What follows belongs to an exercise in optimizing a design on an open flow for small area, a short achievable clock period and few clock cycles per item; a production flow would make more cautious choices.
RTL that was checked went through simulation tests only; none was proved equivalent to the original.
The RTL of runs 1, 2 and 5 was laid out without a check of its function.

$ cat design/flow/run.sh
#!/bin/bash
# synth_recipe.tcl (not shown) runs the flow's synth.tcl, then flattens the netlist and writes it again
# the make line also repeats each setting of config.mk as NAME=value (left out here)
make -C /OpenROAD-flow-scripts/flow DESIGN_CONFIG=/design/flow/config.mk WORK_HOME=/design/flow/orfs CLKGATE_MAP_FILE= SYNTH_SCRIPT=/design/flow/synth_recipe.tcl finish
$ cat design/flow/config.mk
export PLATFORM = sky130hd
export DESIGN_NAME = fm_lpr_fir
export DESIGN_NICKNAME = fm_lpr_fir
export VERILOG_FILES = /design/flow/design.v
export SDC_FILE = /design/flow/constraint.sdc
export NUM_CORES = 4
export LEC_CHECK = 0
export ABC_CLOCK_PERIOD_IN_PS = 4000
export CAP_MARGIN = 20
export CORE_MARGIN = 2
export CORE_UTILIZATION = 40
export SETUP_SLACK_MARGIN = 5
export SLEW_MARGIN = 20
$ cat design/flow/constraint.sdc
create_clock -name core_clock -period 12.0 [get_ports {clock}]
set_input_delay 2.4000 -clock core_clock [delete_from_list [all_inputs] [get_ports {clock}]]
set_output_delay 2.4000 -clock core_clock [all_outputs]
set_load 0.01 [all_outputs]
$ cat design/flow/design.v
module fir_lane_add #(parameter bit NEGC = 1'b0) (
    input  logic [27:0] a,
    input  logic [6:1] acs,
    input  logic        ac10,
    input  logic        arnd,
    input  logic        acor,
    input  logic [31:0] sa,
    input  logic [31:0] sb,
    input  logic        nz,
    input  logic        sp,
    output logic [27:0] n,
    output logic [6:1] ncs,
    output logic        nc10,
    output logic        nrnd,
    output logic        ncor
);
    logic [31:0] cy;
    logic c31, c10, v31, hx, rnd;
    logic [27:0] u1, u2, pp, gg;
    logic [28:0] rc;
    always_comb begin
        cy = {1'b0, sa[30:0]} + {1'b0, sb[30:0]};
        c31 = cy[31];
        c10 = cy[10] ^ sa[10] ^ sb[10];
        hx = sa[31] ^ sb[31];
        v31 = hx ^ c31;
        rnd = v31 & nz;
        if (NEGC) begin
            u1 = {6'b111111, hx, ~sa[30:10]};
            u2 = {5'b00000, acor, 1'b0, ~sb[30:10]};
            nc10 = ~c10;
            nrnd = ~rnd;
            ncor = c31 & ~hx;
        end else begin
            u1 = {{6{~sp}}, hx, sa[30:10]};
            u2 = {5'b00000, acor, 1'b0, sb[30:10]};
            nc10 = c10;
            nrnd = rnd;
            ncor = ~c31 & ~hx;
        end
        pp = a ^ u1 ^ u2;
        gg = {(a[26:0] & u1[26:0]) | (a[26:0] & u2[26:0]) | (u1[26:0] & u2[26:0]), ac10};
        rc[0] = arnd;
        n[0] = pp[0] ^ gg[0] ^ rc[0];
        rc[1] = (pp[0] & gg[0]) | (pp[0] & rc[0]) | (gg[0] & rc[0]);
        n[1] = pp[1] ^ gg[1] ^ rc[1];
        rc[2] = (pp[1] & gg[1]) | (pp[1] & rc[1]) | (gg[1] & rc[1]);
        n[2] = pp[2] ^ gg[2] ^ rc[2];
        rc[3] = (pp[2] & gg[2]) | (pp[2] & rc[2]) | (gg[2] & rc[2]);
        n[3] = pp[3] ^ gg[3] ^ rc[3];
        ncs[1] = (pp[3] & gg[3]) | (pp[3] & rc[3]) | (gg[3] & rc[3]);
        rc[4] = acs[1];
        n[4] = pp[4] ^ gg[4] ^ rc[4];
        rc[5] = (pp[4] & gg[4]) | (pp[4] & rc[4]) | (gg[4] & rc[4]);
        n[5] = pp[5] ^ gg[5] ^ rc[5];
        rc[6] = (pp[5] & gg[5]) | (pp[5] & rc[5]) | (gg[5] & rc[5]);
        n[6] = pp[6] ^ gg[6] ^ rc[6];
        rc[7] = (pp[6] & gg[6]) | (pp[6] & rc[6]) | (gg[6] & rc[6]);
        n[7] = pp[7] ^ gg[7] ^ rc[7];
        ncs[2] = (pp[7] & gg[7]) | (pp[7] & rc[7]) | (gg[7] & rc[7]);
        rc[8] = acs[2];
        n[8] = pp[8] ^ gg[8] ^ rc[8];
        rc[9] = (pp[8] & gg[8]) | (pp[8] & rc[8]) | (gg[8] & rc[8]);
        n[9] = pp[9] ^ gg[9] ^ rc[9];
        rc[10] = (pp[9] & gg[9]) | (pp[9] & rc[9]) | (gg[9] & rc[9]);
        n[10] = pp[10] ^ gg[10] ^ rc[10];
        rc[11] = (pp[10] & gg[10]) | (pp[10] & rc[10]) | (gg[10] & rc[10]);
        n[11] = pp[11] ^ gg[11] ^ rc[11];
        ncs[3] = (pp[11] & gg[11]) | (pp[11] & rc[11]) | (gg[11] & rc[11]);
        rc[12] = acs[3];
        n[12] = pp[12] ^ gg[12] ^ rc[12];
        rc[13] = (pp[12] & gg[12]) | (pp[12] & rc[12]) | (gg[12] & rc[12]);
        n[13] = pp[13] ^ gg[13] ^ rc[13];
        rc[14] = (pp[13] & gg[13]) | (pp[13] & rc[13]) | (gg[13] & rc[13]);
        n[14] = pp[14] ^ gg[14] ^ rc[14];
        rc[15] = (pp[14] & gg[14]) | (pp[14] & rc[14]) | (gg[14] & rc[14]);
        n[15] = pp[15] ^ gg[15] ^ rc[15];
        ncs[4] = (pp[15] & gg[15]) | (pp[15] & rc[15]) | (gg[15] & rc[15]);
        rc[16] = acs[4];
        n[16] = pp[16] ^ gg[16] ^ rc[16];
        rc[17] = (pp[16] & gg[16]) | (pp[16] & rc[16]) | (gg[16] & rc[16]);
        n[17] = pp[17] ^ gg[17] ^ rc[17];
        rc[18] = (pp[17] & gg[17]) | (pp[17] & rc[17]) | (gg[17] & rc[17]);
        n[18] = pp[18] ^ gg[18] ^ rc[18];
        rc[19] = (pp[18] & gg[18]) | (pp[18] & rc[18]) | (gg[18] & rc[18]);
        n[19] = pp[19] ^ gg[19] ^ rc[19];
        ncs[5] = (pp[19] & gg[19]) | (pp[19] & rc[19]) | (gg[19] & rc[19]);
        rc[20] = acs[5];
        n[20] = pp[20] ^ gg[20] ^ rc[20];
        rc[21] = (pp[20] & gg[20]) | (pp[20] & rc[20]) | (gg[20] & rc[20]);
        n[21] = pp[21] ^ gg[21] ^ rc[21];
        rc[22] = (pp[21] & gg[21]) | (pp[21] & rc[21]) | (gg[21] & rc[21]);
        n[22] = pp[22] ^ gg[22] ^ rc[22];
        rc[23] = (pp[22] & gg[22]) | (pp[22] & rc[22]) | (gg[22] & rc[22]);
        n[23] = pp[23] ^ gg[23] ^ rc[23];
        ncs[6] = (pp[23] & gg[23]) | (pp[23] & rc[23]) | (gg[23] & rc[23]);
        rc[24] = acs[6];
        n[24] = pp[24] ^ gg[24] ^ rc[24];
        rc[25] = (pp[24] & gg[24]) | (pp[24] & rc[24]) | (gg[24] & rc[24]);
        n[25] = pp[25] ^ gg[25] ^ rc[25];
        rc[26] = (pp[25] & gg[25]) | (pp[25] & rc[25]) | (gg[25] & rc[25]);
        n[26] = pp[26] ^ gg[26] ^ rc[26];
        rc[27] = (pp[26] & gg[26]) | (pp[26] & rc[26]) | (gg[26] & rc[26]);
        n[27] = pp[27] ^ gg[27] ^ rc[27];
    end
endmodule
module fir (
    input  logic        clock,
    input  logic        reset,
    input  logic [31:0] x_in,
    output logic        x_rd_en,
    input  logic        x_empty,
    output logic [31:0] y_out,
    input  logic        y_out_full,
    output logic        y_wr_en
);
logic [31:0] x;           
logic [31:0] y;           
logic        xv;          
logic [2:0]  cnt;         
logic [7:0]  ph;          
logic        sh;          
logic        ov;          
logic [27:0] yreg;
logic        rd;
assign rd = x_rd_en & ~x_empty;
assign x_rd_en = ~(ov & (cnt == 3'd7));
assign y_wr_en = ov & ~y_out_full;
assign y_out = {{4{yreg[27]}}, yreg};
logic nz0, nz1, nz2, sp0, sp1;
assign nz0 = |x[9:0];
assign nz1 = |x[8:0];
assign nz2 = |x[7:0];
assign sp0 = x[31] & ~|x[30:0];
assign sp1 = x[30] & ~|x[29:0];
logic [31:0] sa0, sb0, sa1, sb1, sa2, sb2, sa3, sb3;
logic nz0l, nz1l, nz2l, nz3l;
logic sp0l, sp1l, sp2l, sp3l;
logic [31:0] s0_0;
logic [31:0] s0_1;
assign s0_0 = ({32{ph[0] | ph[2]}} & (x << 0))
    | ({32{ph[1] | ph[6]}} & (y << 1))
    | ({32{ph[3] | ph[4] | ph[7]}} & (y << 0));
assign s0_1 = ({32{ph[0] | ph[5]}} & (y << 2))
    | ({32{ph[1] | ph[3]}} & (y << 3))
    | ({32{ph[2]}} & (x << 5))
    | ({32{ph[4]}} & (x << 4));
assign sa0 = s0_0;
assign sb0 = s0_1;
assign nz0l = ((ph[0] | ph[2] | ph[3] | ph[4] | ph[7]) & nz0) | ((ph[1] | ph[6]) & nz1) | ((ph[5]) & nz2);
logic [31:0] s1_0;
logic [31:0] s1_1;
logic [31:0] s1_2;
assign s1_0 = ({32{ph[0] | ph[5]}} & (y << 0))
    | ({32{ph[1] | ph[2] | ph[6]}} & (~x << 1))
    | ({32{ph[3] | ph[4] | ph[7]}} & (~y << 0));
assign s1_1 = ({32{ph[0] | ph[2]}} & (x << 6))
    | ({32{ph[1]}} & ((x << 9) | 32'd2))
    | ({32{ph[3]}} & ((x << 8) | 32'd1))
    | ({32{ph[4]}} & ((x << 8) | 32'd5))
    | ({32{ph[5]}} & (x << 7))
    | ({32{ph[6]}} & ((x << 6) | 32'd2))
    | ({32{ph[7]}} & 32'd1);
assign s1_2 = ({32{ph[0]}} & (x << 9))
    | ({32{ph[1] | ph[6]}} & (x << 4))
    | ({32{ph[2]}} & ((y << 7) | 32'd2))
    | ({32{ph[3]}} & (y << 5))
    | ({32{ph[4]}} & (~x << 2))
    | ({32{ph[5] | ph[7]}} & (y << 3));
assign sa1 = s1_0 ^ s1_1 ^ s1_2;
assign sb1 = {(s1_0[30:0] & s1_1[30:0]) | (s1_0[30:0] & s1_2[30:0]) | (s1_1[30:0] & s1_2[30:0]), 1'b0};
assign nz1l = ((ph[0] | ph[3] | ph[4] | ph[5] | ph[7]) & nz0) | ((ph[1] | ph[2] | ph[6]) & nz1);
assign sp1l = ((ph[0] | ph[3] | ph[4] | ph[5] | ph[7]) & sp0) | ((ph[1] | ph[2] | ph[6]) & sp1);
logic [31:0] s2_0;
logic [31:0] s2_1;
logic [31:0] s2_2;
assign s2_0 = ({32{ph[0] | ph[3] | ph[4]}} & (~y << 0))
    | ({32{ph[1] | ph[5] | ph[6]}} & (~x << 1))
    | ({32{ph[2] | ph[7]}} & (y << 0));
assign s2_1 = ({32{ph[0]}} & 32'd1)
    | ({32{ph[1]}} & ((x << 6) | 32'd2))
    | ({32{ph[2]}} & (x << 7))
    | ({32{ph[3]}} & ((x << 8) | 32'd5))
    | ({32{ph[4]}} & ((x << 8) | 32'd1))
    | ({32{ph[5] | ph[7]}} & (x << 6))
    | ({32{ph[6]}} & ((x << 9) | 32'd2));
assign s2_2 = ({32{ph[0] | ph[2]}} & (y << 3))
    | ({32{ph[1] | ph[6]}} & (x << 4))
    | ({32{ph[3]}} & (~x << 2))
    | ({32{ph[4]}} & (y << 5))
    | ({32{ph[5]}} & ((y << 7) | 32'd2))
    | ({32{ph[7]}} & (x << 9));
assign sa2 = s2_0 ^ s2_1 ^ s2_2;
assign sb2 = {(s2_0[30:0] & s2_1[30:0]) | (s2_0[30:0] & s2_2[30:0]) | (s2_1[30:0] & s2_2[30:0]), 1'b0};
assign nz2l = ((ph[0] | ph[2] | ph[3] | ph[4] | ph[7]) & nz0) | ((ph[1] | ph[5] | ph[6]) & nz1);
assign sp2l = ((ph[0] | ph[2] | ph[3] | ph[4] | ph[7]) & sp0) | ((ph[1] | ph[5] | ph[6]) & sp1);
logic [31:0] s3_0;
logic [31:0] s3_1;
assign s3_0 = ({32{ph[0] | ph[3] | ph[4]}} & (y << 0))
    | ({32{ph[1] | ph[6]}} & (y << 1))
    | ({32{ph[5] | ph[7]}} & (x << 0));
assign s3_1 = ({32{ph[2] | ph[7]}} & (y << 2))
    | ({32{ph[3]}} & (x << 4))
    | ({32{ph[4] | ph[6]}} & (y << 3))
    | ({32{ph[5]}} & (x << 5));
assign sa3 = s3_0;
assign sb3 = s3_1;
assign nz3l = ((ph[0] | ph[3] | ph[4] | ph[5] | ph[7]) & nz0) | ((ph[1] | ph[6]) & nz1) | ((ph[2]) & nz2);
logic [27:0] acc  [4];
logic [6:1]  accs [4];
logic [3:0]  ac10, arnd, acor;
logic [27:0] ina  [4];
logic [6:1]  incs [4];
logic [3:0]  inc10, inrnd, incor;
logic [27:0] nxa  [4];
logic [6:1]  nxcs [4];
logic [3:0]  nxc10, nxrnd, nxcor;
always_comb begin
    for (int m = 0; m < 3; m++) begin
        ina[m]   = sh ? acc[m+1]  : acc[m];
        incs[m]  = sh ? accs[m+1] : accs[m];
        inc10[m] = sh ? ac10[m+1] : ac10[m];
        inrnd[m] = sh ? arnd[m+1] : arnd[m];
        incor[m] = sh ? acor[m+1] : acor[m];
    end
    ina[3]   = sh ? '0 : acc[3];
    incs[3]  = sh ? '0 : accs[3];
    inc10[3] = sh ? 1'b0 : ac10[3];
    inrnd[3] = sh ? 1'b0 : arnd[3];
    incor[3] = sh ? 1'b0 : acor[3];
end
fir_lane_add #(1'b1) l0 (.a(ina[0]), .acs(incs[0]), .ac10(inc10[0]), .arnd(inrnd[0]), .acor(incor[0]),
    .sa(sa0), .sb(sb0), .nz(nz0l), .sp(1'b0),
    .n(nxa[0]), .ncs(nxcs[0]), .nc10(nxc10[0]), .nrnd(nxrnd[0]), .ncor(nxcor[0]));
fir_lane_add #(1'b0) l1 (.a(ina[1]), .acs(incs[1]), .ac10(inc10[1]), .arnd(inrnd[1]), .acor(incor[1]),
    .sa(sa1), .sb(sb1), .nz(nz1l), .sp(sp1l),
    .n(nxa[1]), .ncs(nxcs[1]), .nc10(nxc10[1]), .nrnd(nxrnd[1]), .ncor(nxcor[1]));
fir_lane_add #(1'b0) l2 (.a(ina[2]), .acs(incs[2]), .ac10(inc10[2]), .arnd(inrnd[2]), .acor(incor[2]),
    .sa(sa2), .sb(sb2), .nz(nz2l), .sp(sp2l),
    .n(nxa[2]), .ncs(nxcs[2]), .nc10(nxc10[2]), .nrnd(nxrnd[2]), .ncor(nxcor[2]));
fir_lane_add #(1'b1) l3 (.a(ina[3]), .acs(incs[3]), .ac10(inc10[3]), .arnd(inrnd[3]), .acor(incor[3]),
    .sa(sa3), .sb(sb3), .nz(nz3l), .sp(1'b0),
    .n(nxa[3]), .ncs(nxcs[3]), .nc10(nxc10[3]), .nrnd(nxrnd[3]), .ncor(nxcor[3]));
logic [27:0] fin;
assign fin = acc[0] + ((28'(arnd[0]) << 0) | (28'(accs[0][1]) << 4) | (28'(accs[0][2]) << 8) | (28'(accs[0][3]) << 12) | (28'(accs[0][4]) << 16) | (28'(accs[0][5]) << 20) | (28'(acor[0]) << 22) | (28'(accs[0][6]) << 24)) + 28'(ac10[0]);
always_ff @(posedge clock or posedge reset) begin
    if (reset) begin
        x <= '0;
        y <= '0;
        xv <= 1'b0;
        cnt <= '0;
        ph <= 8'd1;
        sh <= 1'b0;
        ov <= 1'b0;
        for (int m = 0; m < 4; m++) begin
            acc[m] <= '0;
            accs[m] <= '0;
        end
        ac10 <= '0;
        arnd <= '0;
        acor <= '0;
    end else begin
        x <= rd ? x_in : 32'd0;
        y <= rd ? x_in + {x_in[30:0], 1'b0} : 32'd0;
        xv <= rd;
        if (rd) begin
            cnt <= cnt + 3'd1;
            ph <= 8'd1 << cnt;
        end
        sh <= xv & ph[7];
        ov <= sh | (ov & y_out_full);
        for (int m = 0; m < 4; m++) begin
            acc[m] <= nxa[m];
            accs[m] <= nxcs[m];
        end
        ac10 <= nxc10;
        arnd <= nxrnd;
        acor <= nxcor;
    end
end
always_ff @(posedge clock) begin
    if (sh) yreg <= fin;
end
endmodule
module fm_lpr_fir (
    input  logic        clock,
    input  logic        reset,
    input  logic [31:0] x_in,
    output logic        x_rd_en,
    input  logic        x_empty,
    output logic [31:0] y_out,
    input  logic        y_out_full,
    output logic        y_wr_en
);
fir fir_lpr_inst (
    .clock(clock),
    .reset(reset),
    .x_in(x_in),
    .x_rd_en(x_rd_en),
    .x_empty(x_empty),
    .y_out(y_out),
    .y_out_full(y_out_full),
    .y_wr_en(y_wr_en)
);
endmodule
==> reports/metrics.yaml, run 1 <==
fillCellCount: 6185
grt_pass1_wl_mm: 137.5
hold_path_startpoint: "fir_lpr_inst.xv"
drc_errors: 0
synth_nets: 3237
yosysSeqAreaShare_pct: 24.84
row_count: 93
finalCriticalPeriod_ns: 5.877
synthToLayoutAreaGrowth_pct: 8.807
status: "no timing/DRC/antenna violations"
arrival_ns: 3.48
grt_max_degree: 76
grt.total_usage_pct: 26.16
cts-resized-gates: 0
setup_tns_ns: 0
antenna_found_initial: 1
drt_iter0_markers: 2964
num-nets-final: 3141
path_class: "input port to output port"
cts_sinks: 253
synth.distinct_cells: 68
clk_pin_slew_ns: 0.06
coreArea_sq_mm: 0.06446
wl_per_cell_um: 24.65
maxCapViolCount: 0
gp_congestion: 0.9778
async_flop_share_pct: 88.93
io_buffers: 69
globalRouteOverflowTotal: 0
synth-seq-cells: 253
start_util_pct: 40.42
slew_viol_final: 0
clock_latency_ns: 0.62
postRouteWirelength_mm: 87.72
worst_slack_ns: 6.123
min_path_type: "flop to flop"
synth_warnings: 13
grt_pass1_vias: 22580
cp-end-kind: "output port"
ant_nets: 0
worstMarginPinSlew_ns: 0.9710
rsz0062_at_grt: "false"
drive_gt1_share_pct: 7.439
crit_path_start: "y_out_full"
dp_slack_ns: 6.113
ys.flop_type: "dfrtp_1"
vias_per_cell: 6.227
critPathSlowestCell: "clkdlybuf4s50_1"
hpwl_mm: 61.54
synth_cells: 2773
h-tree-depth: 1
fin_skew_ns: 0.01798
die_area_sq_mm: 0.06720
netlist_area_sq_mm: 0.02606
synth_edf_count: 28
holdWs_ns: 0.4637
start_kind: "input port"
crit_top_cell: "clkdlybuf4s50_1"
vias: 22160
setup_violations: 0
cts_buffers: 31
die_height_um: 259.2
cts-root-buf: "clkbuf_16"
worstPathMaxFanout: 2
place_area_sq_mm: 0.02726
ctsLongestPathBuffers: 3
hold_viol_final: 0
dr.pass1.iters: 13
hold_buffers: 0
crit_chain: "clkdlybuf4s50_1 > nor2b_1 > clkdlybuf4s50_1"
worst_slew_margin_rel_pct: 33.59
cp.required_ns: 9.60
io_pins: 70
r2r-start: "fir_lpr_inst.ph[4]"
timing.fmax_mhz: 170.1
cp_slowest_stage_delay_ns: 0.54
post_synth.cell_area_avg_sq_um: 9.396
cts_setup_buffers: 0
die_w_um: 259.2
final_cell_area_sq_mm: 0.02835
fin_util_pct: 43.98
cts_tree: "built"
timing.final.crit_share_pct: 48.98
==> per-stage QoR <==
step | std cells
CTS | 3557
finish | 3558
global placement | 3499
detailed placement | 3499
floorplan | 2773
global route | 3557
==> per-layer routing <==
layer	wire (um)	vias to the layer above	global-route usage, %
met5	13	-	0
met4	3294	2	9.690
met3	9689	218	5.272
met2	38220	1393	39.44
met1	36500	10870	37.14
li1	-	9675	-
==> final cells by class <==
type	instances	area, sq um	area share [%]
Timing Repair Buffer	123	1096	3.866
Multi-Input combinational cell	1970	17490	61.70
Inverter	298	1122	3.959
Sequential cell	253	6481	22.86
Antenna cell	1	2.502	0.008827
Tap cell	855	1070	3.773
Clock inverter	20	245.2	0.8650
Clock buffer	38	842.1	2.970
==> cell usage after synthesis (all sizes together) (6+ instances only) <==
master | instances | area (sq um)
nand3 | 69 | 345.3
o2111ai | 10 | 87.58
a222oi | 63 | 630.6
o21ai | 79 | 395.4
xnor2 | 51 | 446.7
nor2 | 54 | 202.7
clkbuf | 195 | 734.5
nor3 | 19 | 95.09
a221o | 67 | 670.6
a221oi | 55 | 481.7
o22ai | 26 | 162.7
buf | 57 | 260.3
nand2 | 315 | 1185
fa | 244 | 4885
a21oi | 99 | 495.5
nor4 | 11 | 68.82
a22o | 25 | 219.0
nand2b | 35 | 219.0
edfxtp | 28 | 840.8
a22oi | 85 | 638.1
inv | 296 | 1111
xor2 | 30 | 262.8
o21a | 13 | 97.59
and2 | 59 | 369.1
and4 | 8 | 72.57
or3 | 9 | 56.30
or2 | 9 | 58.81
a2bb2oi | 6 | 52.55
dfrtp | 224 | 5605
nor2b | 25 | 156.4
nand4 | 31 | 193.9
o221a | 6 | 67.56
a211oi | 14 | 105.1
a21o | 44 | 330.3
mux2i | 55 | 550.5
a31oi | 10 | 62.56
o211ai | 17 | 127.6
mux2 | 62 | 698.2
and3 | 9 | 56.30
o221ai | 36 | 315.3
ha | 184 | 2302
==> logic make-up (layout without fill, tap and decap cells) <==
family	after synthesis	in the layout	synth area share, %
XOR/XNOR	81	81	2.723
other	0	1	0
adder cells (fa/ha/maj)	430	430	27.66
flip-flops	253	253	24.84
AO/OA/AOI/OAI	682	682	19.86
AND/OR/NAND/NOR	660	660	12.02
multiplexers	117	117	4.792
buffers and inverters	550	479	8.110
==> registers in the layout, indices dropped and copies added (netlist names) <==
register / cells
fir_lpr_inst.yreg: 28
fir_lpr_inst.xv: 1
fir_lpr_inst.x: 32
fir_lpr_inst.arnd: 4
fir_lpr_inst.ac10: 4
fir_lpr_inst.y: 31
fir_lpr_inst.acc: 112
fir_lpr_inst.accs: 24
fir_lpr_inst.acor: 4
fir_lpr_inst.ph: 8
fir_lpr_inst.sh: 1
fir_lpr_inst.ov: 1
fir_lpr_inst.cnt: 3
==> critical path: cells and delay by family <==
kind / cells / cell delay (ns)
buffers and inverters: 2 / 0.96
and+or+nand+nor: 1 / 0.12
==> path summary, 6_finish.rpt <==
kind	cells after the start	endpoint	slack (ns)
min in group asynchronous	3	fir_lpr_inst.acc[3][22]	2.28
max reg2reg	12	fir_lpr_inst.acc[1][3]	6.22
max	3	y_wr_en	6.12
min	1	fir_lpr_inst.sh	0.46
min reg2reg	1	fir_lpr_inst.sh	0.46
max in group asynchronous	5	fir_lpr_inst.ph[2]	7.64
==> cells in the final DEF (no fill, tap or decap), drive strengths merged, types with 9 or more instances in the layout <==
cell / synthesis / final
nand2: 315 / 315
inv: 296 / 298
fa: 244 / 244
dfrtp: 224 / 224
ha: 184 / 184
a21oi: 99 / 99
a22oi: 85 / 85
o21ai: 79 / 79
nand3: 69 / 69
clkdlybuf4s50: 0 / 69
a221o: 67 / 67
a222oi: 63 / 63
mux2: 62 / 62
and2: 59 / 59
a221oi: 55 / 55
mux2i: 55 / 55
buf: 57 / 54
nor2: 54 / 54
xnor2: 51 / 51
a21o: 44 / 44
clkbuf: 195 / 38
o221ai: 36 / 36
nand2b: 35 / 35
nand4: 31 / 31
xor2: 30 / 30
edfxtp: 28 / 28
o22ai: 26 / 26
a22o: 25 / 25
nor2b: 25 / 25
nor3: 19 / 19
o211ai: 17 / 17
a211oi: 14 / 14
o21a: 13 / 13
clkinv: 2 / 13
nor4: 11 / 11
a31oi: 10 / 10
o2111ai: 10 / 10
and3: 9 / 9
or3: 9 / 9
or2: 9 / 9
==> run 2, diff against run 1 <==
==> design/flow/flow/run.sh (new file) <==
#!/bin/bash
# Standard layout, with faster port buffers and timing repair aimed below the clock period.
set -euo pipefail
bash standard.sh \
  BUFFER_PORTS_ARGS="-buffer_cell sky130_fd_sc_hd__buf_4" \
  SETUP_SLACK_MARGIN=6.6 \
  finish > flow_make.log 2>&1
==> design/flow/standard.sh (new file) <==
#!/bin/bash
# synth_recipe.tcl (not shown) runs the flow's synth.tcl, then flattens the netlist and writes it again
# the make line also repeats each setting of config.mk as NAME=value (left out here)
make -C /OpenROAD-flow-scripts/flow DESIGN_CONFIG=/design/flow/config.mk WORK_HOME=/design/flow/orfs CLKGATE_MAP_FILE= SYNTH_SCRIPT=/design/flow/synth_recipe.tcl "${@:-finish}"
--- a/design/flow/config.mk
+++ b/design/flow/config.mk
@@ -10,4 +10,3 @@
 export CORE_MARGIN = 2
 export CORE_UTILIZATION = 40
-export SETUP_SLACK_MARGIN = 5
 export SLEW_MARGIN = 20
removed: design/flow/run.sh
==> run 2 against run 1 <==
Highest routed layer is now met4. Still clean. Sequential share of layout area increased by 0.27 points. Synthesized cell count unchanged. Register-to-register slack improved by 0.40 ns. Cell area shrank 1.1%. Maximum frequency grew 9.3%. First-iteration DRC count is 6.2% higher. Critical path depth grew 11. Largest cell class unchanged.
==> reports/metrics.yaml, run 2 <==
worstPathMaxFanout: 65
worst_slack_ns: 6.622
cp.required_ns: 12.49
synth_top_area_share_pct: 21.51
synth_top_family_by_area: "adder cells"
synth.largest_area_cell: "dfrtp_1"
die_height_um: 259.2
setup_tns_ns: 0
min_path_type: "flop to flop"
synth_compound_area_share_pct: 19.86
grt_pass1_wl_mm: 134.9
clk_pin_slew_ns: 0.06
synth-seq-cells: 253
fillCellCount: 6276
holdWs_ns: 0.4531
gp_congestion: 0.9722
multi_input_area_sq_mm: 0.01750
grt.total_usage_pct: 25.77
worstMarginPinSlew_ns: 1.152
ant_nets: 0
drive_gt1_share_pct: 9.352
cts_sinks: 253
ctsLongestPathBuffers: 3
grt_max_degree: 128
dp_slack_ns: 6.534
timing.final.crit_share_pct: 44.81
arrival_ns: 5.87
cts-root-buf: "clkbuf_16"
globalRouteOverflowTotal: 0
hpwl_mm: 62.24
regMostFlops: "fir_lpr_inst.acc"
num-nets-final: 3126
path_class: "flop to flop"
start_util_pct: 40.42
io_pins: 70
postRouteWirelength_mm: 86.65
maxCapViolCount: 0
seq_area_sq_mm: 0.006486
dr.pass1.iters: 12
antenna_found_initial: 0
cts_buffers: 30
yosysSeqAreaShare_pct: 24.84
finalCriticalPeriod_ns: 5.378
h-tree-depth: 1
vias_per_cell: 6.208
synth_warnings: 13
hold_buffers: 0
cp-end-kind: "flop"
synth_mux_area_share_pct: 4.792
setup_violations: 0
grt_pass1_vias: 21990
coreArea_sq_mm: 0.06446
drt_iter0_markers: 3148
final_cell_mix: "nand2_1, inv_1, fa_1"
clock_latency_ns: 0.61
hold_viol_final: 0
synth_edf_count: 28
synth_common_cells: "nand2_1, inv_1, fa_1, dfrtp_1, clkbuf_1"
synth.most_common_cell: "nand2_1"
wl_per_cell_um: 24.48
die_area_sq_mm: 0.06720
start_kind: "flop"
fin_skew_ns: 0.02945
synth-simple-area-share_pct: 12.02
synth.distinct_cells: 68
top_regs: "fir_lpr_inst.acc x112, fir_lpr_inst.x x32, fir_lpr_inst.y x31"
largest_reg_flops: 112
post_synth.cell_area_avg_sq_um: 9.396
ys.flop_type: "dfrtp_1"
slew_viol_final: 0
netlist_area_sq_mm: 0.02606
rsz0062_at_grt: "true"
synth_nets: 3237
synth-xor-area-share_pct: 2.723
layout_commonest_cell: "nand2_1"
synth_cells: 2773
row_count: 93
async_flop_share_pct: 88.93
worst_slew_margin_rel_pct: 23.23
cts_tree: "built"
cts_setup_buffers: 0
status: "no timing/DRC/antenna violations"
vias: 21970
io_buffers: 69
synth_fa_ha_area_share_pct: 27.66
antenna_cells: 0
timing.fmax_mhz: 186.0
ys_top_cells_by_area: "dfrtp_1, fa_1, ha_1, nand2_1, inv_1"
drc_errors: 0
die_w_um: 259.2
synthToLayoutAreaGrowth_pct: 7.621
run 2: worst paths after layout:
path | start | endpoint | slack, ns | cells after the start
worst max-delay path | fir_lpr_inst.ph[0] | fir_lpr_inst.arnd[2] | 6.62 | 14
worst min-delay path | fir_lpr_inst.xv | fir_lpr_inst.sh | 0.45 | 1
max in group asynchronous | reset | fir_lpr_inst.ph[3] | 8.73 | 3
min in group asynchronous | reset | fir_lpr_inst.acc[3][16] | 1.94 | 2
worst max register to register | fir_lpr_inst.ph[0] | fir_lpr_inst.arnd[2] | 6.62 | 14
worst min register to register | fir_lpr_inst.xv | fir_lpr_inst.sh | 0.45 | 1
run 2: repair_timing:
| action | in CTS | in global routing |
|---|---|---|
| gates resized for setup | 1 | 7 |
| pin swaps | 0 | 0 |
| cloned | 0 | 0 |
| endpoints found under the setup margin | 9 | 20 |
run 2: stage by stage:
step           util (%)  area (sq um)  std cells
3_3_place_gp      41.87         26990       3485
4_1_cts           43.46         28020       3539
2_1_floorplan         -         26060       2773
5_1_grt           43.50         28040       3539
6_report          43.50         28040       3539
3_5_place_dp      41.87         26990       3485
run 2: logic make-up (layout without fill, tap and decap cells):
| group | count (synthesis) | in the layout |
|---|---|---|
| AOI/OAI and AO/OA | 682 | 682 |
| and+or+nand+nor | 660 | 660 |
| buffers and inverters | 550 | 461 |
| adders and majority gates | 430 | 430 |
| DFF | 253 | 253 |
| muxes | 117 | 117 |
| xor gates and xnor gates | 81 | 81 |
run 2: cell type report:
cell class              instances  area share (%)
multi-input cells            1970           62.39
flip-flops and latches        253           23.13
inverters                     298           4.002
well taps                     855           3.815
clock buffers                  47           3.262
repair buffers                109           3.016
clock inverters                 7          0.3837
run 2: metal layers:
metal	track usage, %	up-vias	wire, um
li1	-	9643	-
met1	37.70	10790	37380
met2	37.31	1301	36380
met3	5.351	235	9170
met4	9.834	0	3713
met5	0	-	0
run 2: worst max-delay path: stages, from the launching register on:
cell,delay [ns]
dfstp_2,1.00
or2_2,0.23
buf_6,0.50
a221oi_1,0.30
fa_1,0.62
inv_1,0.08
ha_1,0.31
a21oi_1,0.16
o21ai_0,0.10
a21oi_1,0.27
o21ai_0,0.39
a221o_1,0.45
a211oi_1,0.35
ha_1,0.31
and2_1,0.14
==> run 3, diff against run 2 <==
--- a/design/flow/design.v
+++ b/design/flow/design.v
@@ -119,5 +119,5 @@
 logic        xv;          
 logic [2:0]  cnt;         
-logic [7:0]  ph;          
+logic [20:0] sel;
 logic        sh;          
 logic        ov;          
@@ -139,72 +139,72 @@
 logic [31:0] s0_0;
 logic [31:0] s0_1;
-assign s0_0 = ({32{ph[0] | ph[2]}} & (x << 0))
-    | ({32{ph[1] | ph[6]}} & (y << 1))
-    | ({32{ph[3] | ph[4] | ph[7]}} & (y << 0));
-assign s0_1 = ({32{ph[0] | ph[5]}} & (y << 2))
-    | ({32{ph[1] | ph[3]}} & (y << 3))
-    | ({32{ph[2]}} & (x << 5))
-    | ({32{ph[4]}} & (x << 4));
+assign s0_0 = ({32{sel[0]}} & (x << 0))
+    | ({32{sel[1]}} & (y << 1))
+    | ({32{sel[2]}} & (y << 0));
+assign s0_1 = ({32{sel[3]}} & (y << 2))
+    | ({32{sel[4]}} & (y << 3))
+    | ({32{sel[5]}} & (x << 5))
+    | ({32{sel[6]}} & (x << 4));
 assign sa0 = s0_0;
 assign sb0 = s0_1;
-assign nz0l = ((ph[0] | ph[2] | ph[3] | ph[4] | ph[7]) & nz0) | ((ph[1] | ph[6]) & nz1) | ((ph[5]) & nz2);
+assign nz0l = (sel[7] & nz0) | (sel[1] & nz1) | (sel[8] & nz2);
 logic [31:0] s1_0;
 logic [31:0] s1_1;
 logic [31:0] s1_2;
-assign s1_0 = ({32{ph[0] | ph[5]}} & (y << 0))
-    | ({32{ph[1] | ph[2] | ph[6]}} & (~x << 1))
-    | ({32{ph[3] | ph[4] | ph[7]}} & (~y << 0));
-assign s1_1 = ({32{ph[0] | ph[2]}} & (x << 6))
-    | ({32{ph[1]}} & ((x << 9) | 32'd2))
-    | ({32{ph[3]}} & ((x << 8) | 32'd1))
-    | ({32{ph[4]}} & ((x << 8) | 32'd5))
-    | ({32{ph[5]}} & (x << 7))
-    | ({32{ph[6]}} & ((x << 6) | 32'd2))
-    | ({32{ph[7]}} & 32'd1);
-assign s1_2 = ({32{ph[0]}} & (x << 9))
-    | ({32{ph[1] | ph[6]}} & (x << 4))
-    | ({32{ph[2]}} & ((y << 7) | 32'd2))
-    | ({32{ph[3]}} & (y << 5))
-    | ({32{ph[4]}} & (~x << 2))
-    | ({32{ph[5] | ph[7]}} & (y << 3));
+assign s1_0 = ({32{sel[3]}} & (y << 0))
+    | ({32{sel[9]}} & (~x << 1))
+    | ({32{sel[2]}} & (~y << 0));
+assign s1_1 = ({32{sel[0]}} & (x << 6))
+    | ({32{sel[10]}} & ((x << 9) | 32'd2))
+    | ({32{sel[11]}} & ((x << 8) | 32'd1))
+    | ({32{sel[6]}} & ((x << 8) | 32'd5))
+    | ({32{sel[8]}} & (x << 7))
+    | ({32{sel[12]}} & ((x << 6) | 32'd2))
+    | ({32{sel[13]}} & 32'd1);
+assign s1_2 = ({32{sel[14]}} & (x << 9))
+    | ({32{sel[1]}} & (x << 4))
+    | ({32{sel[5]}} & ((y << 7) | 32'd2))
+    | ({32{sel[11]}} & (y << 5))
+    | ({32{sel[6]}} & (~x << 2))
+    | ({32{sel[15]}} & (y << 3));
 assign sa1 = s1_0 ^ s1_1 ^ s1_2;
 assign sb1 = {(s1_0[30:0] & s1_1[30:0]) | (s1_0[30:0] & s1_2[30:0]) | (s1_1[30:0] & s1_2[30:0]), 1'b0};
-assign nz1l = ((ph[0] | ph[3] | ph[4] | ph[5] | ph[7]) & nz0) | ((ph[1] | ph[2] | ph[6]) & nz1);
-assign sp1l = ((ph[0] | ph[3] | ph[4] | ph[5] | ph[7]) & sp0) | ((ph[1] | ph[2] | ph[6]) & sp1);
+assign nz1l = (sel[16] & nz0) | (sel[9] & nz1);
+assign sp1l = (sel[16] & sp0) | (sel[9] & sp1);
 logic [31:0] s2_0;
 logic [31:0] s2_1;
 logic [31:0] s2_2;
-assign s2_0 = ({32{ph[0] | ph[3] | ph[4]}} & (~y << 0))
-    | ({32{ph[1] | ph[5] | ph[6]}} & (~x << 1))
-    | ({32{ph[2] | ph[7]}} & (y << 0));
-assign s2_1 = ({32{ph[0]}} & 32'd1)
-    | ({32{ph[1]}} & ((x << 6) | 32'd2))
-    | ({32{ph[2]}} & (x << 7))
-    | ({32{ph[3]}} & ((x << 8) | 32'd5))
-    | ({32{ph[4]}} & ((x << 8) | 32'd1))
-    | ({32{ph[5] | ph[7]}} & (x << 6))
-    | ({32{ph[6]}} & ((x << 9) | 32'd2));
-assign s2_2 = ({32{ph[0] | ph[2]}} & (y << 3))
-    | ({32{ph[1] | ph[6]}} & (x << 4))
-    | ({32{ph[3]}} & (~x << 2))
-    | ({32{ph[4]}} & (y << 5))
-    | ({32{ph[5]}} & ((y << 7) | 32'd2))
-    | ({32{ph[7]}} & (x << 9));
+assign s2_0 = ({32{sel[17]}} & (~y << 0))
+    | ({32{sel[18]}} & (~x << 1))
+    | ({32{sel[19]}} & (y << 0));
+assign s2_1 = ({32{sel[14]}} & 32'd1)
+    | ({32{sel[10]}} & ((x << 6) | 32'd2))
+    | ({32{sel[5]}} & (x << 7))
+    | ({32{sel[11]}} & ((x << 8) | 32'd5))
+    | ({32{sel[6]}} & ((x << 8) | 32'd1))
+    | ({32{sel[15]}} & (x << 6))
+    | ({32{sel[12]}} & ((x << 9) | 32'd2));
+assign s2_2 = ({32{sel[0]}} & (y << 3))
+    | ({32{sel[1]}} & (x << 4))
+    | ({32{sel[11]}} & (~x << 2))
+    | ({32{sel[6]}} & (y << 5))
+    | ({32{sel[8]}} & ((y << 7) | 32'd2))
+    | ({32{sel[13]}} & (x << 9));
 assign sa2 = s2_0 ^ s2_1 ^ s2_2;
 assign sb2 = {(s2_0[30:0] & s2_1[30:0]) | (s2_0[30:0] & s2_2[30:0]) | (s2_1[30:0] & s2_2[30:0]), 1'b0};
-assign nz2l = ((ph[0] | ph[2] | ph[3] | ph[4] | ph[7]) & nz0) | ((ph[1] | ph[5] | ph[6]) & nz1);
-assign sp2l = ((ph[0] | ph[2] | ph[3] | ph[4] | ph[7]) & sp0) | ((ph[1] | ph[5] | ph[6]) & sp1);
+assign nz2l = (sel[7] & nz0) | (sel[18] & nz1);
+assign sp2l = (sel[7] & sp0) | (sel[18] & sp1);
 logic [31:0] s3_0;
 logic [31:0] s3_1;
-assign s3_0 = ({32{ph[0] | ph[3] | ph[4]}} & (y << 0))
-    | ({32{ph[1] | ph[6]}} & (y << 1))
-    | ({32{ph[5] | ph[7]}} & (x << 0));
-assign s3_1 = ({32{ph[2] | ph[7]}} & (y << 2))
-    | ({32{ph[3]}} & (x << 4))
-    | ({32{ph[4] | ph[6]}} & (y << 3))
-    | ({32{ph[5]}} & (x << 5));
+assign s3_0 = ({32{sel[17]}} & (y << 0))
+    | ({32{sel[1]}} & (y << 1))
+    | ({32{sel[15]}} & (x << 0));
+assign s3_1 = ({32{sel[19]}} & (y << 2))
+    | ({32{sel[11]}} & (x << 4))
+    | ({32{sel[20]}} & (y << 3))
+    | ({32{sel[8]}} & (x << 5));
 assign sa3 = s3_0;
 assign sb3 = s3_1;
-assign nz3l = ((ph[0] | ph[3] | ph[4] | ph[5] | ph[7]) & nz0) | ((ph[1] | ph[6]) & nz1) | ((ph[2]) & nz2);
+assign nz3l = (sel[16] & nz0) | (sel[1] & nz1) | (sel[5] & nz2);
 logic [27:0] acc  [4];
 logic [6:1]  accs [4];
@@ -250,5 +250,5 @@
         xv <= 1'b0;
         cnt <= '0;
-        ph <= 8'd1;
+        sel <= 21'b000110100000010001001;
         sh <= 1'b0;
         ov <= 1'b0;
@@ -266,7 +266,27 @@
         if (rd) begin
             cnt <= cnt + 3'd1;
-            ph <= 8'd1 << cnt;
         end
-        sh <= xv & ph[7];
+        sel[0] <= (cnt == 3'd0) | (cnt == 3'd2);
+        sel[1] <= (cnt == 3'd1) | (cnt == 3'd6);
+        sel[2] <= (cnt == 3'd3) | (cnt == 3'd4) | (cnt == 3'd7);
+        sel[3] <= (cnt == 3'd0) | (cnt == 3'd5);
+        sel[4] <= (cnt == 3'd1) | (cnt == 3'd3);
+        sel[5] <= (cnt == 3'd2);
+        sel[6] <= (cnt == 3'd4);
+        sel[7] <= (cnt == 3'd0) | (cnt == 3'd2) | (cnt == 3'd3) | (cnt == 3'd4) | (cnt == 3'd7);
+        sel[8] <= (cnt == 3'd5);
+        sel[9] <= (cnt == 3'd1) | (cnt == 3'd2) | (cnt == 3'd6);
+        sel[10] <= (cnt == 3'd1);
+        sel[11] <= (cnt == 3'd3);
+        sel[12] <= (cnt == 3'd6);
+        sel[13] <= (cnt == 3'd7);
+        sel[14] <= (cnt == 3'd0);
+        sel[15] <= (cnt == 3'd5) | (cnt == 3'd7);
+        sel[16] <= (cnt == 3'd0) | (cnt == 3'd3) | (cnt == 3'd4) | (cnt == 3'd5) | (cnt == 3'd7);
+        sel[17] <= (cnt == 3'd0) | (cnt == 3'd3) | (cnt == 3'd4);
+        sel[18] <= (cnt == 3'd1) | (cnt == 3'd5) | (cnt == 3'd6);
+        sel[19] <= (cnt == 3'd2) | (cnt == 3'd7);
+        sel[20] <= (cnt == 3'd4) | (cnt == 3'd6);
+        sh <= xv & sel[13];
         ov <= sh | (ov & y_out_full);
         for (int m = 0; m < 4; m++) begin
--- a/design/flow/flow/run.sh
+++ b/design/flow/flow/run.sh
@@ -4,4 +4,4 @@
 bash standard.sh \
   BUFFER_PORTS_ARGS="-buffer_cell sky130_fd_sc_hd__buf_4" \
-  SETUP_SLACK_MARGIN=6.6 \
+  SETUP_SLACK_MARGIN=6.9 \
   finish > flow_make.log 2>&1
==> run 3 against run 2 <==
Clock skew down 0.0071 ns. Wire length up 0.23%. Die area up 0.42%. Maximum frequency up 5.1%. Cell area up 0.35%. Sequential cell count up 13. Critical path depth down 11. Area after synthesis up 0.43%. Critical path type is now input port to output port. Highest routed layer unchanged.
==> reports/metrics.yaml, run 3 <==
die_w_um: 259.8
ys.flop_type: "dfrtp_1"
layout_commonest_cell: "nand2_1"
synth_common_cells: "nand2_1, inv_1, fa_1, dfrtp_1, a22oi_1"
vias_per_cell: 6.037
row_count: 93
postRouteWirelength_mm: 86.85
fin_skew_ns: 0.02234
final_cell_area_sq_mm: 0.02814
synth_top_area_share_pct: 22.19
grt_max_degree: 152
regMostFlops: "fir_lpr_inst.acc"
status: "no timing/DRC/antenna violations"
hpwl_mm: 62.70
worstPathMaxFanout: 2
worstMarginPinSlew_ns: 1.135
io_pins: 70
coreArea_sq_mm: 0.06458
drt_iter0_markers: 2705
die_area_sq_mm: 0.06748
cp_slowest_stage_delay_ns: 0.13
async_flop_share_pct: 89.47
antenna_found_initial: 0
setup_tns_ns: 0
drc_errors: 0
synth_edf_count: 28
top_regs: "fir_lpr_inst.acc x112, fir_lpr_inst.x x32, fir_lpr_inst.y x31"
worst_slew_margin_rel_pct: 23.56
yosysSeqAreaShare_pct: 26.00
grt_pass1_vias: 22050
ctsLongestPathBuffers: 3
path_class: "input port to output port"
cts_setup_buffers: 0
finalCriticalPeriod_ns: 5.117
critPathSlowestCell: "buf_4"
netlist_area_sq_mm: 0.02617
cts_sinks: 266
vias: 21720
h-tree-depth: 1
cp.required_ns: 9.60
start_kind: "input port"
synthToLayoutAreaGrowth_pct: 7.535
grt_pass1_wl_mm: 134.6
ant_nets: 0
r2r_slack_ns: 7.02
synth_warnings: 13
antenna_cells: 0
final_cell_mix: "nand2_1, inv_1, fa_1"
synth.most_common_cell: "nand2_1"
clock_latency_ns: 0.60
num-nets-final: 3182
cts-root-buf: "clkbuf_16"
slew_viol_final: 0
io_buffers: 69
cts_buffers: 30
start_util_pct: 40.52
globalRouteOverflowTotal: 0
hold_viol_final: 0
grt.total_usage_pct: 25.74
die_height_um: 259.8
arrival_ns: 2.72
cp-end-kind: "output port"
wl_per_cell_um: 24.14
setup_violations: 0
synth-seq-cells: 266
synth_nets: 3291
clk_pin_slew_ns: 0.06
synth.distinct_cells: 71
cts_tree: "built"
min_path_type: "flop to flop"
ys_top_cells_by_area: "dfrtp_1, fa_1, ha_1, nand2_1, a22oi_1"
hold_buffers: 0
drive_gt1_share_pct: 9.807
post_synth.cell_area_avg_sq_um: 9.253
gp_congestion: 0.9982
timing.fmax_mhz: 195.4
rsz0062_at_grt: "true"
synth_cells: 2828
largest_reg_flops: 112
dr.pass1.iters: 10
synth.largest_area_cell: "dfrtp_1"
place_area_sq_mm: 0.02708
maxCapViolCount: 0
crit_chain: "buf_6 > nor2b_1 > buf_4"
timing.final.crit_share_pct: 42.64
-- run 3: critical path, delay by kind of cell --
kind                   cells  cell delay [ns]
buffers and inverters      2             0.22
and+or+nand+nor            1             0.10
-- run 3: cell families (layout without fill, tap and decap cells) --
logic type,after synthesis,after routing,share of synthesized area [%]
simple gates,766,766,13.45
compound gates,621,621,17.56
buf+inv,544,459,7.913
fa+ha+maj,430,430,27.50
flops,266,266,26.00
mux,115,115,4.700
xor+xnor,86,86,2.878
-- run 3: worst paths after layout --
kind / cells after the start / start / end
worst max-delay path: 3 / y_out_full / y_wr_en
worst min-delay path: 1 / fir_lpr_inst.xv / fir_lpr_inst.sh
worst max register to register: 12 / fir_lpr_inst.sel[6] / fir_lpr_inst.acc[1][3]
worst min register to register: 1 / fir_lpr_inst.xv / fir_lpr_inst.sh
max in group asynchronous: 4 / reset / fir_lpr_inst.sel[6]
min in group asynchronous: 3 / reset / fir_lpr_inst.acc[0][10]
-- run 3: timing repair --
action | 4_1_cts | 5_1_grt
gates resized for setup | 4 | 7
endpoints found under the hold margin | 0 | 0
endpoints found under the setup margin | 3 | 13
-- run 3: through the flow --
stage	worst slack [ns]	util [%]	hold slack [ns]	std cells
after floorplan	6.485	-	0.4277	2828
after global placement	6.856	41.93	0.4327	3542
after detailed placement	6.783	41.93	0.4529	3542
after CTS	6.876	43.53	0.4664	3598
after global routing	6.818	43.57	0.4745	3598
final	6.883	43.57	0.4610	3598
-- run 3: metal layers --
metal | routed length [um] | track usage, %
met5 | 0 | 0
met4 | 3798 | 10.17
met3 | 8964 | 6.160
met2 | 37080 | 38.26
met1 | 37010 | 36.08
-- run 3: layout make-up --
class / instances / area [sq um]
multi-input combinational: 2018 / 17310
clock buffer: 37 / 817.0
tap: 855 / 1070
sequential: 266 / 6817
inverter: 303 / 1145
timing repair buffer: 100 / 785.8
clock inverter: 19 / 198.9
fill: 6192 / 36440
Testbench counts of run 3, summed over its fixed seeds: cycles 32,792, items 4,096.
==> run 4, diff against run 3 <==
--- a/design/flow/config.mk
+++ b/design/flow/config.mk
@@ -9,4 +9,4 @@
 export CAP_MARGIN = 20
 export CORE_MARGIN = 2
-export CORE_UTILIZATION = 40
+export CORE_UTILIZATION = 50
 export SLEW_MARGIN = 20
==> run 4 against run 3 <==
Global-route usage grew 7.0 points. First-iteration DRC count increased by 1.5%. Area after synthesis unchanged. Via count up 1.6%. Critical path type unchanged. Critical endpoint unchanged. Highest routed layer is now met5.
==> reports/metrics.yaml, run 4 <==
status: "no timing/DRC/antenna violations"
row_count: 83
cts_setup_buffers: 0
synth-xor-area-share_pct: 2.878
async_flop_share_pct: 89.47
clock_latency_ns: 0.56
grt_max_degree: 160
synth_compound_area_share_pct: 17.56
regMostFlops: "fir_lpr_inst.acc"
r2r_slack_ns: 7.05
die_height_um: 232.8
wl_per_cell_um: 25.24
path_class: "input port to output port"
holdWs_ns: 0.4468
dp_slack_ns: 6.801
place_area_sq_mm: 0.02689
die_w_um: 232.8
hold_viol_final: 0
start_util_pct: 50.80
layout_commonest_cell: "nand2_1"
num-nets-final: 3190
synthToLayoutAreaGrowth_pct: 7.215
top_usage_layer: "met2"
synth_fa_ha_area_share_pct: 27.50
postRouteWirelength_mm: 86.66
final_cell_mix: "nand2_1, inv_1, fa_1"
grt_use_met1_pct: 45.23
synth_mux_area_share_pct: 4.700
rsz0062_at_grt: "true"
r2r_cells: 14
hpwl_mm: 62.68
ys.flop_type: "dfrtp_1"
synth_cells: 2828
start_kind: "input port"
fin_skew_ns: 0.01979
slew_viol_final: 0
netlist_area_sq_mm: 0.02617
drc_errors: 0
coreArea_sq_mm: 0.05151
die_area_sq_mm: 0.05418
ctsLongestPathBuffers: 3
synth.distinct_cells: 71
synth.most_common_cell: "nand2_1"
whs_endpoint: "fir_lpr_inst.sh"
gp_congestion: 1.028
synth_edf_count: 28
multi_input_area_sq_mm: 0.01732
worst_slack_ns: 6.906
globalRouteOverflowTotal: 0
maxCapViolCount: 0
h-tree-depth: 2
synth.largest_area_cell: "dfrtp_1"
grtUsageMet2_pct: 48.07
synth_warnings: 13
top_regs: "fir_lpr_inst.acc x112, fir_lpr_inst.x x32, fir_lpr_inst.y x31"
worstMarginPinSlew_ns: 1.113
synth-seq-cells: 266
met3_usage_pct: 9.510
vias: 22080
synth_top_area_share_pct: 22.19
fillCellCount: 4753
hold_buffers: 0
cts_sinks: 266
min_path_type: "flop to flop"
vias_per_cell: 6.429
synth-simple-area-share_pct: 13.45
cts_buffers: 35
grt_pass1_wl_mm: 135.2
ant_nets: 0
largest_reg_flops: 112
synth_nets: 3291
worstHoldPathCells: 1
io_buffers: 69
post_synth.cell_area_avg_sq_um: 9.253
final_cell_area_sq_mm: 0.02806
ys_top_cells_by_area: "dfrtp_1, fa_1, ha_1, nand2_1, a22oi_1"
hold_path_startpoint: "fir_lpr_inst.xv"
cts-root-buf: "clkbuf_16"
setup_violations: 0
antenna_found_initial: 2
seq_area_sq_mm: 0.006817
dr.pass1.iters: 6
grt.total_usage_pct: 32.78
arrival_ns: 2.69
yosysSeqAreaShare_pct: 26.00
r2r-start: "fir_lpr_inst.sel[11]"
setup_tns_ns: 0
drt_iter0_markers: 2746
rr_endpoint: "fir_lpr_inst.acc[1][7]"
cp-end-kind: "output port"
cts_tree: "built"
synth_top_family_by_area: "adder cells"
drive_gt1_share_pct: 9.916
timing.final.crit_share_pct: 42.45
worstPathMaxFanout: 2
finalCriticalPeriod_ns: 5.094
worst_slew_margin_rel_pct: 25.10
grt_pass1_vias: 22510
cp.required_ns: 9.60
io_pins: 70
synth_common_cells: "nand2_1, inv_1, fa_1, dfrtp_1, a22oi_1"
timing.fmax_mhz: 196.3
clk_pin_slew_ns: 0.05
run 4: worst max path at each step:
stage	slack, ns	from	cells after the start	end
2_1_floorplan	6.49	reset	1	fir_lpr_inst.ac10[0]
3_3_place_gp	6.86	y_out_full	3	y_wr_en
3_5_place_dp	6.80	fir_lpr_inst.sel[11]	14	fir_lpr_inst.acc[1][7]
4_1_cts	6.88	y_out_full	3	y_wr_en
5_1_grt	6.89	y_out_full	3	y_wr_en
6_report	6.91	y_out_full	3	y_wr_en
run 4: cell type report:
cell class / instances / area share (%)
Multi-Input combinational cell: 2018 / 61.72
Sequential cell: 266 / 24.30
Inverter: 303 / 4.072
Clock buffer: 52 / 3.568
Tap cell: 680 / 3.032
Timing Repair Buffer: 103 / 2.908
Clock inverter: 11 / 0.3924
Antenna cell: 1 / 0.008919
run 4: critical path, cell delays in order:
cell,delay [ns]
buf_6,0.10
nor2b_4,0.10
buf_6,0.10
run 4: repair_timing:
action                                 CTS  global route
gates resized for setup                  3            14
endpoints found under the hold margin    0             0
pin swaps                                0             0
setup endpoints to repair                7            22
run 4: logic make-up after synthesis:
logic type | count (synthesis)
DFF | 266
buffers and inverters | 544
and+or+nand+nor | 766
AOI/OAI and AO/OA | 621
muxes | 115
xor gates and xnor gates | 86
adders and majority gates | 430
run 4: through the flow:
step / instances / utilization (%)
2_1_floorplan: 2828 / -
3_3_place_gp: 3370 / 52.20
3_5_place_dp: 3370 / 52.20
4_1_cts: 3433 / 54.38
5_1_grt: 3433 / 54.46
6_report: 3434 / 54.47
run 4: metal layers:
metal  share of wire [%]  routed length (um)
met5               0.015                  13
met4                 4.9                4256
met3                  12               10300
met2                  42               36390
met1                  41               35700
==> run 5, diff against run 4 <==
--- a/design/flow/design.v
+++ b/design/flow/design.v
@@ -1,2 +1,20 @@
+function automatic logic [32:0] add32(input logic [31:0] a, input logic [31:0] b, input logic cin);
+    logic [31:0] g, p, t;
+    g = a & b;
+    p = a ^ b;
+    t = p;
+    g[0] = g[0] | (p[0] & cin);
+    for (int l = 0; l < 5; l++)
+        for (int i = (2 << l) - 1; i < 32; i += (2 << l)) begin
+            g[i] = g[i] | (t[i] & g[i - (1 << l)]);
+            t[i] = t[i] & t[i - (1 << l)];
+        end
+    for (int l = 3; l >= 0; l--)
+        for (int i = (3 << l) - 1; i < 32; i += (2 << l)) begin
+            g[i] = g[i] | (t[i] & g[i - (1 << l)]);
+            t[i] = t[i] & t[i - (1 << l)];
+        end
+    add32 = {g[31], p ^ {g[30:0], cin}};
+endfunction
 module fir_lane_add #(parameter bit NEGC = 1'b0) (
     input  logic [27:0] a,
@@ -124,4 +142,6 @@
 logic [27:0] yreg;
 logic        rd;
+logic [32:0] y_in;
+assign y_in = add32(x_in, {x_in[30:0], 1'b0}, 1'b0);
 assign rd = x_rd_en & ~x_empty;
 assign x_rd_en = ~(ov & (cnt == 3'd7));
@@ -262,5 +282,5 @@
     end else begin
         x <= rd ? x_in : 32'd0;
-        y <= rd ? x_in + {x_in[30:0], 1'b0} : 32'd0;
+        y <= rd ? y_in[31:0] : 32'd0;
         xv <= rd;
         if (rd) begin
==> design/flow/flow/run.sh (replaced) <==
#!/bin/bash
# Standard layout, with faster port buffers and timing repair aimed below the clock period.
set -euo pipefail
bash standard.sh \
  BUFFER_PORTS_ARGS="-buffer_cell sky130_fd_sc_hd__buf_2" \
  SETUP_SLACK_MARGIN=6.9 \
  finish > flow_make.log 2>&1
--- a/design/flow/config.mk
+++ b/design/flow/config.mk
@@ -10,3 +10,5 @@
 export CORE_MARGIN = 2
 export CORE_UTILIZATION = 50
+export CTS_BUF_LIST = sky130_fd_sc_hd__clkbuf_4 sky130_fd_sc_hd__clkbuf_8
+export CTS_CLUSTER_SIZE = 20
 export SLEW_MARGIN = 20
==> run 5 against run 4 <==
Synthesized cell count shrank 4.3%. Clock-buffer cell count up 19. Die area down 1.8%. Setup slack worse by 0.037 ns. Largest cell class unchanged. Non-clock buffer count is 2 higher.
==> reports/metrics.yaml, run 5 <==
r2r_slack_ns: 7.05
cts-root-buf: "clkbuf_8"
dp_slack_ns: 6.200
synth-seq-cells: 266
synth.largest_area_cell: "dfrtp_1"
die_height_um: 230.7
die_area_sq_mm: 0.05322
synth.most_common_cell: "nand2_1"
setup_violations: 0
largest_reg_flops: 112
vias_per_cell: 6.207
final_cell_mix: "nand2_1, inv_1, fa_1"
maxCapViolCount: 0
h-tree-depth: 2
worstMarginPinSlew_ns: 1.171
post_synth.cell_area_avg_sq_um: 9.496
drt_iter0_markers: 2663
antenna_found_initial: 0
cts_tree: "built"
drive_gt1_share_pct: 11.71
dr.pass1.iters: 8
fillCellCount: 4608
worst_slack_ns: 6.869
grt_pass1_vias: 21190
regMostFlops: "fir_lpr_inst.acc"
async_flop_share_pct: 89.47
synth_warnings: 13
fin_skew_ns: 0.05610
start_kind: "input port"
min_path_type: "flop to flop"
vias: 20810
whs_endpoint: "fir_lpr_inst.sh"
hold_buffers: 0
num-nets-final: 3107
die_w_um: 230.7
coreArea_sq_mm: 0.05109
start_util_pct: 50.29
netlist_area_sq_mm: 0.02570
finalCriticalPeriod_ns: 5.131
cts_buffers: 50
wl_per_cell_um: 24.49
hold_path_startpoint: "fir_lpr_inst.xv"
worst_slew_margin_rel_pct: 21.93
synth_common_cells: "nand2_1, inv_1, fa_1, dfrtp_1"
rsz0062_at_grt: "true"
status: "no timing/DRC/antenna violations"
clock_latency_ns: 0.67
ys_top_cells_by_area: "dfrtp_1, fa_1, ha_1, nand2_1, a22oi_1"
ant_nets: 0
setup_tns_ns: 0
postRouteWirelength_mm: 82.12
synth_edf_count: 28
worstPathMaxFanout: 2
timing.final.crit_share_pct: 42.76
grt_pass1_wl_mm: 127.8
worstHoldPathCells: 1
grt.total_usage_pct: 31.42
grt_max_degree: 148
slew_viol_final: 0
top_regs: "fir_lpr_inst.acc x112, fir_lpr_inst.x x32, fir_lpr_inst.y x31"
gp_congestion: 0.9559
hold_viol_final: 0
path_class: "input port to output port"
r2r-start: "fir_lpr_inst.sel[9]"
row_count: 83
cp.required_ns: 9.60
cts_sinks: 266
ys.flop_type: "dfrtp_1"
rr_endpoint: "fir_lpr_inst.acc[1][3]"
layout_commonest_cell: "nand2_1"
io_pins: 70
globalRouteOverflowTotal: 0
arrival_ns: 2.73
timing.fmax_mhz: 194.9
synth_top_area_share_pct: 22.59
synth_cells: 2706
synth.distinct_cells: 66
yosysSeqAreaShare_pct: 26.48
synthToLayoutAreaGrowth_pct: 6.778
synth_nets: 3182
ctsLongestPathBuffers: 3
cp-end-kind: "output port"
drc_errors: 0
hpwl_mm: 59.04
r2r_cells: 11
clk_pin_slew_ns: 0.05
io_buffers: 69
## run 5: cell count changes in the layout (fill, tap and decap cells not counted), sizes merged, moves of 9 or more
cell    before  now
a21oi       81   57
clkbuf      52   71
o21ai       79   60
fa         243  257
nor3        20    9
nand3       98   89
## run 5: worst max-delay path, cell delays in order
cell and delay [ns]:
buf_6 0.09, nor2b_1 0.10, buf_2 0.14
## run 5: cell families after synthesis
group | Yosys count | synth area share (%)
compound gates | 556 | 16.46
flops | 266 | 26.48
xor+xnor | 84 | 2.863
buf+inv | 538 | 8.000
fa+ha+maj | 441 | 28.97
simple gates | 708 | 12.51
mux | 113 | 4.709
## run 5: area by class of cell
cell class	instances	area [sq um]	area share, %
Antenna cell	1	2.502	0.009120
Sequential cell	266	6818	24.85
Multi-Input combinational cell	1902	16840	61.37
Timing Repair Buffer	105	650.6	2.371
Clock buffer	71	864.6	3.151
Tap cell	680	850.8	3.101
Clock inverter	22	256.5	0.9348
Inverter	306	1156	4.214
## run 5: worst max-delay path by stage
stage	startpoint	endpoint	cells after the start
finish	y_out_full	y_wr_en	3
global route	y_out_full	y_wr_en	3
CTS	y_out_full	y_wr_en	3
detailed placement	fir_lpr_inst.sel[11]	fir_lpr_inst.acc[1][7]	15
global placement	fir_lpr_inst.sel[11]	fir_lpr_inst.acc[1][7]	15
floorplan	reset	fir_lpr_inst.ac10[0]	1
## run 5: what timing repair did
item / in CTS / in global routing
setup endpoints to repair: 29 / 12
gates resized for setup: 4 / 5
pin swaps: 0 / 0
setup buffers: 1 / 1
cloned: 0 / 0
## run 5: routing by layer
metal	part of all wire [%]	vias to the layer above	GRT usage, %
li1	-	9214	-
met1	43	10230	45.08
met2	43	1167	45.93
met3	11	198	8.251
met4	3.6	0	11.11
met5	0	-	0.09191
## run 5: through the flow
step | cells | instance area, sq um | hold WS [ns] | utilization (%)
after floorplan | 2706 | 25700 | 0.4277 | -
after detailed placement | 3257 | 26270 | 0.4385 | 51.41
after global routing | 3352 | 27440 | 0.4884 | 53.70
after global placement | 3257 | 26270 | 0.4388 | 51.41
final | 3353 | 27440 | 0.4448 | 53.70
after CTS | 3351 | 27410 | 0.4473 | 53.65

## separate check: timing with driven ports
In the flow no input, the clock included, has a driving cell. The finished layouts below were timed again as built, in two steps. Step 1 (the two cells are an assumption about what drives the block):
set clk [get_ports {clock}]
set_driving_cell -lib_cell sky130_fd_sc_hd__clkbuf_16 $clk
set_driving_cell -lib_cell sky130_fd_sc_hd__buf_2 [delete_from_list [all_inputs] $clk]
Step 2 also shifts input and output timing later by t, the mid clock arrival at the registers, as if the neighbouring blocks saw the same clock. Slacks: no drivers / after step 1 / after step 2; pairs: no drivers / after step 1.
run | t (ns) | setup slack, ns | worst slew at a driven data input, ns
run 1 | 0.673 | 6.123 / 6.093 / 6.093 | 0.04
run 2 | 0.653 | 6.622 / 6.622 / 6.622 | 0.04
run 3 | 0.653 | 6.883 / 6.849 / 6.849 | 0.05
run 4 | 0.607 | 6.906 / 6.873 / 6.873 | 0.04
run 5 | 0.703 | 6.869 / 6.838 / 6.838 | 0.04
After both steps every run listed still meets setup and hold. The setup slack of run 3, which loses most, moves by -0.034 ns with the drivers and by -0.034 ns with both steps.
